From an optimization exercise on the open Yosys and OpenROAD flow, aimed at small area; shortcuts taken in it are not production practice. Function was checked by simulation only, so behaviour that the tests miss may differ from the original. The clock port is modelled as an ideal driver; clocking choices that lean on that would not hold on a real chip. Power figures rest on the tool's default switching activity, not on a simulated workload.

==> inputs of job 3944 <==
==> flow/design.v <==
module fifo_ctrl #(parameter ADDR_WIDTH=5)
                 (clk, reset, w, en, empty, full);
	input  logic clk, reset, w, en;
	output logic empty, full;
	logic [ADDR_WIDTH:0] count;
	assign full  = count[ADDR_WIDTH];
	assign empty = (count == 0);
	always_ff @(posedge clk) begin
		if (reset)
			count <= 0;
		else if (full) begin
			if (w & ~en)
				count <= count - 1'b1;    
		end
		else if (en)
			count <= count + 1'b1;        
	end
endmodule   
module fifo #(parameter DATA_WIDTH=19, ADDR_WIDTH=5)
            (clk, en, w_data, r_data);
	input  logic clk, en;
	input  logic [DATA_WIDTH-1:0] w_data;
	output logic [DATA_WIDTH-1:0] r_data;
	logic [DATA_WIDTH-1:0] sr [0:2**ADDR_WIDTH-1];
	always_ff @(posedge clk) begin
		if (en) begin
			sr[0] <= w_data;
			for (int i = 1; i < 2**ADDR_WIDTH; i++)
				sr[i] <= sr[i-1];
		end
	end
	assign r_data = sr[2**ADDR_WIDTH-1];
endmodule   
module accumulator #(parameter W=19)
                   (clk, reset, en, full, head, w_data, q);
	input  logic clk, reset, en, full;
	input  logic [W-1:0] head, w_data;
	output logic [23:0] q;
	logic [W-1:0] r;
	always_ff @(posedge clk)
		r <= full ? head : '0;
	always_ff @(posedge clk) begin
		if (reset)
			q <= 0;
		else if (en)
			q <= q - {{(24-W){r[W-1]}}, r} + {{(24-W){w_data[W-1]}}, w_data};
	end
endmodule  
module part3_core (CLOCK_50, reset, SW, LEDR, read_ready, write_ready,
                   readdata_left, readdata_right, read, write,
                   writedata_left, writedata_right, rom_address, rom_q);
	parameter N = 5;
	input logic CLOCK_50;
	input logic reset;                               
	input logic [9:0] SW;
	output logic [9:0] LEDR;
	input logic read_ready, write_ready;
	input logic [23:0] readdata_left, readdata_right;
	output logic read, write;
	output logic [23:0] writedata_left, writedata_right;
	output logic [15:0] rom_address;
	input logic [23:0] rom_q;
	logic w, en;                        
	logic empty, full;                  
	logic [23:0] unfiltered_L, unfiltered_R;
	logic [23:0] filtered_L, filtered_R;
	logic [23-N:0] head_L, head_R;    
	assign w  = read_ready & write_ready;
	assign en = SW[8] & w;
	assign read  = w;
	assign write = w;
	assign LEDR[9] = SW[9];
	assign LEDR[8] = SW[8];
	assign LEDR[7:4] = 4'b0;
	assign LEDR[0] = empty;
	assign LEDR[1] = full;
	assign LEDR[2] = empty;
	assign LEDR[3] = full;
	assign unfiltered_L = SW[9] ? rom_q : readdata_left;
	assign unfiltered_R = SW[9] ? rom_q : readdata_right;
	assign writedata_left  = SW[8] ? filtered_L : unfiltered_L;
	assign writedata_right = SW[8] ? filtered_R : unfiltered_R;
	logic [15:0] current;
	assign rom_address = current;
	always_ff @(posedge CLOCK_50) begin
		if (current == 16'd47999 | reset)
			current <= 0;
		else if (w)
			current <= current + 1'b1;
	end
	fifo_ctrl #(N) ctrl (.clk(CLOCK_50), .reset, .w, .en, .empty, .full);
	fifo #(24-N, N) bufferL (.clk(CLOCK_50), .en, .w_data(unfiltered_L[23:N]), .r_data(head_L));
	fifo #(24-N, N) bufferR (.clk(CLOCK_50), .en, .w_data(unfiltered_R[23:N]), .r_data(head_R));
	accumulator #(24-N) accumulateL (.clk(CLOCK_50), .reset, .en, .full, .head(head_L), .w_data(unfiltered_L[23:N]), .q(filtered_L));
	accumulator #(24-N) accumulateR (.clk(CLOCK_50), .reset, .en, .full, .head(head_R), .w_data(unfiltered_R[23:N]), .q(filtered_R));
endmodule  
==> flow/run.sh <==
#!/bin/bash
# synth_recipe.tcl (not shown) runs the flow's synth.tcl, then flattens the netlist and writes it again
# the make line also repeats each setting of config.mk as NAME=value (left out here)
make -C /OpenROAD-flow-scripts/flow DESIGN_CONFIG=/design/flow/config.mk WORK_HOME=/design/flow/orfs CLKGATE_MAP_FILE= SYNTH_SCRIPT=/design/flow/synth_recipe.tcl finish
==> flow/config.mk <==
export PLATFORM = sky130hd
export DESIGN_NAME = part3_core
export DESIGN_NICKNAME = part3_core
export VERILOG_FILES = /design/flow/design.v
export SDC_FILE = /design/flow/constraint.sdc
export NUM_CORES = 4
export LEC_CHECK = 0
export CAP_MARGIN = 20
export CORE_MARGIN = 2
export CORE_UTILIZATION = 40
export PLACE_DENSITY = 0.6
export SLEW_MARGIN = 20
==> flow/constraint.sdc <==
create_clock -name core_clock -period 10.0 [get_ports {CLOCK_50}]
set_input_delay 2.0000 -clock core_clock [delete_from_list [all_inputs] [get_ports {CLOCK_50}]]
set_output_delay 2.0000 -clock core_clock [all_outputs]
set_load 0.01 [all_outputs]
==> job 3995: changes against job 3944 <==
==> flow/design.v, changed modules only <==
module fifo_ctrl #(parameter ADDR_WIDTH=5)
                 (clk, reset, w, en, empty, full);
	input  logic clk, reset, w, en;
	output logic empty, full;
	logic [ADDR_WIDTH-1:0] c;
	assign empty = (c == 0);
	always_ff @(posedge clk) begin
		if (reset) begin
			c    <= 0;
			full <= 0;
		end
		else if (full) begin
			if (w & ~en)
				full <= 0;                
		end
		else if (en) begin
			if (&c)
				full <= 1;
			else
				c <= c + 1'b1;
		end
	end
endmodule   
module accumulator #(parameter W=19, SPLIT=16)
                   (clk, reset, en, full, head, w_data, q);
	input  logic clk, reset, en, full;
	input  logic [W-1:0] head, w_data;
	output logic [23:0] q;
	logic [W-1:0] rn;    
	logic [23:0] a, b, s, c, y, sum;
	logic [24:0] cy, cy0, cy1;
	logic [23:0] sum0, sum1;
	always_ff @(posedge clk)
		rn <= ~(full ? head : '0);
	assign a = {{(24-W){rn[W-1]}}, rn};
	assign b = {{(24-W){w_data[W-1]}}, w_data};
	assign s = q ^ a ^ b;
	assign c = (q & a) | (q & b) | (a & b);
	assign y = {c[22:0], 1'b1};
	always_comb begin
		cy = '0; cy0 = '0; cy1 = '0;
		sum = '0; sum0 = '0; sum1 = '0;
		for (int i = 0; i < SPLIT; i++) begin
			sum[i]  = s[i] ^ y[i] ^ cy[i];
			cy[i+1] = (s[i] & y[i]) | (s[i] & cy[i]) | (y[i] & cy[i]);
		end
		cy0[SPLIT] = 1'b0;
		cy1[SPLIT] = 1'b1;
		for (int i = SPLIT; i < 24; i++) begin
			sum0[i]  = s[i] ^ y[i] ^ cy0[i];
			cy0[i+1] = (s[i] & y[i]) | (s[i] & cy0[i]) | (y[i] & cy0[i]);
			sum1[i]  = s[i] ^ y[i] ^ cy1[i];
			cy1[i+1] = (s[i] & y[i]) | (s[i] & cy1[i]) | (y[i] & cy1[i]);
			sum[i]   = cy[SPLIT] ? sum1[i] : sum0[i];
		end
	end
	always_ff @(posedge clk) begin
		if (reset)
			q <= 0;
		else if (en)
			q <= sum;
	end
endmodule  
==> flow/flow/run.sh (new file) <==
#!/bin/bash
# Standard ORFS layout (the standard.sh) with smaller port buffers and a
# clock tree of small buffers without dummy loads; after CTS the leaf buffers
# whose flip-flops see a high clock slew are upsized (flow/post_cts.tcl).
set -euo pipefail
export CLK_SLEW_FIX=0.108
bash standard.sh \
  "BUFFER_PORTS_ARGS=-buffer_cell sky130_fd_sc_hd__buf_1" \
  "CTS_ARGS=-sink_clustering_enable -repair_clock_nets -dont_use_dummy_load -buf_list sky130_fd_sc_hd__clkbuf_4 -sink_clustering_size 11 -sink_clustering_max_diameter 50" \
  "POST_CTS_TCL=$PWD/flow/post_cts.tcl" \
  finish > flow_make.log 2>&1
==> flow/flow/post_cts.tcl (new file) <==
# Upsize the clock buffers that drive flip-flop clock pins with a high
# estimated slew, then legalize the placement again.
estimate_parasitics -placement
set thr [expr {[info exists ::env(CLK_SLEW_FIX)] ? $::env(CLK_SLEW_FIX) : 0.100}]
set drivers {}
foreach pin [get_pins -hierarchical */CLK] {
  if {[get_property $pin slew_max] > $thr} {
    set net [get_nets -of_objects $pin]
    foreach d [get_pins -of_objects $net -filter "direction==output"] {
      lappend drivers [get_full_name [get_cells -of_objects $d]]
    }
  }
}
set drivers [lsort -unique $drivers]
puts "clock slew fix: upsizing [llength $drivers] clock buffers"
foreach i $drivers {
  set master [get_property [get_cells $i] ref_name]
  if {$master eq "sky130_fd_sc_hd__clkbuf_4"} {
    replace_cell [get_cells $i] sky130_fd_sc_hd__clkbuf_8
  }
}
detailed_placement
check_placement -verbose
estimate_parasitics -placement
==> flow/standard.sh (new file) <==
#!/bin/bash
# synth_recipe.tcl (not shown) runs the flow's synth.tcl, then flattens the netlist and writes it again
# the make line also repeats each setting of config.mk as NAME=value (left out here)
make -C /OpenROAD-flow-scripts/flow DESIGN_CONFIG=/design/flow/config.mk WORK_HOME=/design/flow/orfs CLKGATE_MAP_FILE= SYNTH_SCRIPT=/design/flow/synth_recipe.tcl "${@:-finish}"
==> flow/config.mk (replaced) <==
export PLATFORM = sky130hd
export DESIGN_NAME = part3_core
export DESIGN_NICKNAME = part3_core
export VERILOG_FILES = /design/flow/design.v
export SDC_FILE = /design/flow/constraint.sdc
export NUM_CORES = 4
export LEC_CHECK = 0
export CAP_MARGIN = 0
export CORE_MARGIN = 2
export CORE_UTILIZATION = 70
export PLACE_DENSITY = 0.8
export SLEW_MARGIN = 0
removed: flow/run.sh
==> job 1813: changes against job 3944 <==
==> flow/design.v, changed modules only <==
module fifo_ctrl #(parameter ADDR_WIDTH=4)
                 (clk, reset, rd, wr, empty, full, w_addr, r_addr);
	input  logic clk, reset, rd, wr;
	output logic empty, full;
	output logic [ADDR_WIDTH-1:0] w_addr, r_addr;
	logic [ADDR_WIDTH-1:0] rd_ptr, rd_ptr_next;
	logic [ADDR_WIDTH-1:0] wr_ptr, wr_ptr_next;
	logic empty_next, full_next;
	assign w_addr = wr_ptr;
	assign r_addr = rd_ptr;
	always_ff @(posedge clk) begin
		if (reset)
			begin
				wr_ptr <= 0;
				rd_ptr <= 0;
				full   <= 0;
				empty  <= 1;
			end
		else
			begin
				wr_ptr <= wr_ptr_next;
				rd_ptr <= rd_ptr_next;
				full   <= full_next;
				empty  <= empty_next;
			end
	end   
	always_comb begin
		rd_ptr_next = rd_ptr;
		wr_ptr_next = wr_ptr;
		empty_next = empty;
		full_next = full;
		case ({rd, wr})
			2'b11:   
				begin
					rd_ptr_next = rd_ptr + 1'b1;
					wr_ptr_next = wr_ptr + 1'b1;
				end
			2'b10:   
				if (~empty)
					begin
						rd_ptr_next = rd_ptr + 1'b1;
						if (rd_ptr_next == wr_ptr)
							empty_next = 1;
						full_next = 0;
					end
			2'b01:   
				if (~full)
					begin
						wr_ptr_next = wr_ptr + 1'b1;
						empty_next = 0;
						if (wr_ptr_next == rd_ptr)
							full_next = 1;
					end
			2'b00: ;  
		endcase
	end   
endmodule   
module reg_file #(parameter DATA_WIDTH=8, ADDR_WIDTH=2)
                (clk, w_data, w_en, full, w_addr, r_addr, r_data);
	input  logic clk, w_en, full;
	input  logic [ADDR_WIDTH-1:0] w_addr, r_addr;
	input  logic [DATA_WIDTH-1:0] w_data;
	output logic [DATA_WIDTH-1:0] r_data;
	logic [DATA_WIDTH-1:0] array_reg [0:2**ADDR_WIDTH-1];
	always_ff @(posedge clk) begin
	   if (w_en)
		   array_reg[w_addr] <= w_data;
		if (full)
			r_data <= array_reg[r_addr];
		else
			r_data <= 0;
	end  
endmodule   
module fifo #(parameter DATA_WIDTH=24, ADDR_WIDTH=3)
            (clk, reset, rd, wr, empty, full, w_data, r_data);
	input  logic clk, reset, rd, wr;
	output logic empty, full;
	input  logic [DATA_WIDTH-1:0] w_data;
	output logic [DATA_WIDTH-1:0] r_data;
	logic [ADDR_WIDTH-1:0] w_addr, r_addr;
	logic w_en;
	assign w_en = wr & (~full | rd);
	fifo_ctrl #(ADDR_WIDTH) c_unit (.*);
	reg_file #(DATA_WIDTH, ADDR_WIDTH) r_unit (.*);
endmodule   
module accumulator(clk, reset, en, r_data, w_data, q);
	input logic clk, reset, en; 			 
	input logic [23:0] r_data, w_data;	 
	output logic [23:0] q;
	always_ff @(posedge clk) begin
		if (reset)
			q <= 0;
		else if (en)
			q <= q + r_data * -1 + w_data;
		else
			q <= q;
	end  
endmodule  
module part3_core (CLOCK_50, reset, SW, LEDR, read_ready, write_ready,
                   readdata_left, readdata_right, read, write,
                   writedata_left, writedata_right, rom_address, rom_q);
	parameter N = 5;
	input logic CLOCK_50;
	input logic reset;                               
	input logic [9:0] SW;
	output logic [9:0] LEDR;
	input logic read_ready, write_ready;
	input logic [23:0] readdata_left, readdata_right;
	output logic read, write;
	output logic [23:0] writedata_left, writedata_right;
	output logic [15:0] rom_address;
	input logic [23:0] rom_q;
	wire [23:0] unfiltered_L, unfiltered_R;		 
	wire [23:0] fifo_in_L, fifo_in_R;				 
	wire [23:0] fifo_out_L, fifo_out_R;				 
	wire [23:0] filtered_L, filtered_R;				 
	assign LEDR[9] = SW[9];
	assign LEDR[8] = SW[8];
	assign LEDR[7:4] = 4'b0;
	assign writedata_left = SW[8] ? filtered_L : unfiltered_L;
	assign unfiltered_L 	 = SW[9] ? sound : readdata_left;
	assign fifo_in_L		 = {{N{unfiltered_L[23]}}, unfiltered_L[23:N]};
	assign writedata_right = SW[8] ? filtered_R : unfiltered_R;
	assign unfiltered_R	  = SW[9] ? sound : readdata_right;
	assign fifo_in_R		  = {{N{unfiltered_R[23]}}, unfiltered_R[23:N]};
	assign read = read_ready & write_ready;
	assign write = read_ready & write_ready;
	logic [15:0] current;	 
	logic [23:0] sound;		 
	assign rom_address = current;
	assign sound = rom_q;
	always_ff @(posedge CLOCK_50) begin
		if (current == 16'd47999 | reset)
			current <= 0;
		else if (write)
			current <= current + 1;
		else
		    current <= current;
	end  
	fifo #(24, N) bufferL(.clk(CLOCK_50), .reset, .rd(LEDR[1] & write), .wr(SW[8] & write), .empty(LEDR[0]), .full(LEDR[1]), .w_data(fifo_in_L), .r_data(fifo_out_L));
	fifo #(24, N) bufferR(.clk(CLOCK_50), .reset, .rd(LEDR[3] & write), .wr(SW[8] & write), .empty(LEDR[2]), .full(LEDR[3]), .w_data(fifo_in_R), .r_data(fifo_out_R));
	accumulator accumulateL(.clk(CLOCK_50), .reset, .w_data(fifo_in_L), .r_data(fifo_out_L), .q(filtered_L), .en(SW[8] & write));
	accumulator accumulateR(.clk(CLOCK_50), .reset, .w_data(fifo_in_R), .r_data(fifo_out_R), .q(filtered_R), .en(SW[8] & write));
endmodule  
==> qor summary <==
Status: job 1813 finished clean; job 3944 finished clean; job 3995 finished clean
Net Sw Power: job 1813 2880 uW; job 3944 2662 uW; job 3995 1890 uW
Proportion of power drawn by combinational gates: job 1813 7.6%; job 3944 7.5%; job 3995 5.4%
Highest ir drop seen on vdd: job 1813 182.0 uV; job 3944 148.9 uV; job 3995 158.5 uV
Count of non-CTS inverters in the layout: job 1813 394; job 3944 227; job 3995 60
Synthesized-area fraction occupied by and/or/nand/nor cells: job 1813 3.050%; job 3944 3.075%; job 3995 2.321%
Placement-stage cell area: job 1813 0.06711 sq mm; job 3944 0.04855 sq mm; job 3995 0.04527 sq mm
Clock buffers created by TritonCTS: job 1813 144; job 3944 130; job 3995 -
Register share of the cell area: job 1813 54.43%; job 3944 73.20%; job 3995 82.94%
Layout clock buffer count: job 1813 179; job 3944 166; job 3995 140
Clock Latency Late Sink: job 1813 0.77 ns; job 3944 0.71 ns; job 3995 1.02 ns
Total Power: job 1813 12390 uW; job 3944 11880 uW; job 3995 9089 uW
Routed wire length: job 1813 154900 microns; job 3944 71450 microns; job 3995 63460 microns
Power attributed to sequential cells: job 1813 6200 uW; job 3944 6210 uW; job 3995 6210 uW
Internal Dissipation: job 1813 9512 uW; job 3944 9221 uW; job 3995 7199 uW
Vias after detailed routing: job 1813 31.99k; job 3944 19.85k; job 3995 17.37k
Number of clock sinks seen by CTS: job 1813 1342; job 3944 1324; job 3995 1324
Switching share of power: job 1813 23.24%; job 3944 22.40%; job 3995 20.80%
Count of buffering cells on the critical path with inverters included: job 1813 3; job 3944 4; job 3995 3
Met2 wire length: job 1813 76180 microns; job 3944 27980 microns; job 3995 28620 microns
Routability congestion estimate: job 1813 0.8071; job 3944 0.8462; job 3995 0.7773
Largest net degree at the start of global routing: job 1813 102; job 3944 213; job 3995 232
Worst-path maximum fanout: job 1813 50; job 3944 61; job 3995 9
Min setup slack post-route: job 1813 2.353 ns; job 3944 3.384 ns; job 3995 0.3199 ns
# placed instances: job 1813 5733; job 3944 3982; job 3995 2958
Number of iterations in the first detailed-routing pass: job 1813 7; job 3944 5; job 3995 5

## port drivers added, routing unchanged
No port has a modelled driver above. Below, the same layouts with a new extraction and two added sets of constraints.
Step 1 assumes that a clkbuf_16 drives the clock port and a buf_2 every other input.
Step 2 also shifts input and output timing later by t, the mid clock arrival at the registers, as if the neighbouring blocks saw the same clock.
Three values: ideal, step 1, step 2; two values: the first two.
run	t (ns)	setup slack, ns	worst setup path after step 2	slew at the worst register clock pin (ns)	cell pins on the clock port's net
job 3944	0.768	3.384 / 3.360 / 3.360	input to output	0.07 / 0.07	1
job 3995	1.031	0.320 / 0.260 / -0.771	input to register	0.11 / 0.11	1
job 1813	0.851	2.353 / 2.413 / 1.562	input to register	0.07 / 0.07	1
With both steps, setup timing fails in job 3995, where it was met with ideal ports. The setup slack of job 3995, which loses most, moves by -0.060 ns with the drivers and by -1.091 ns with both steps.
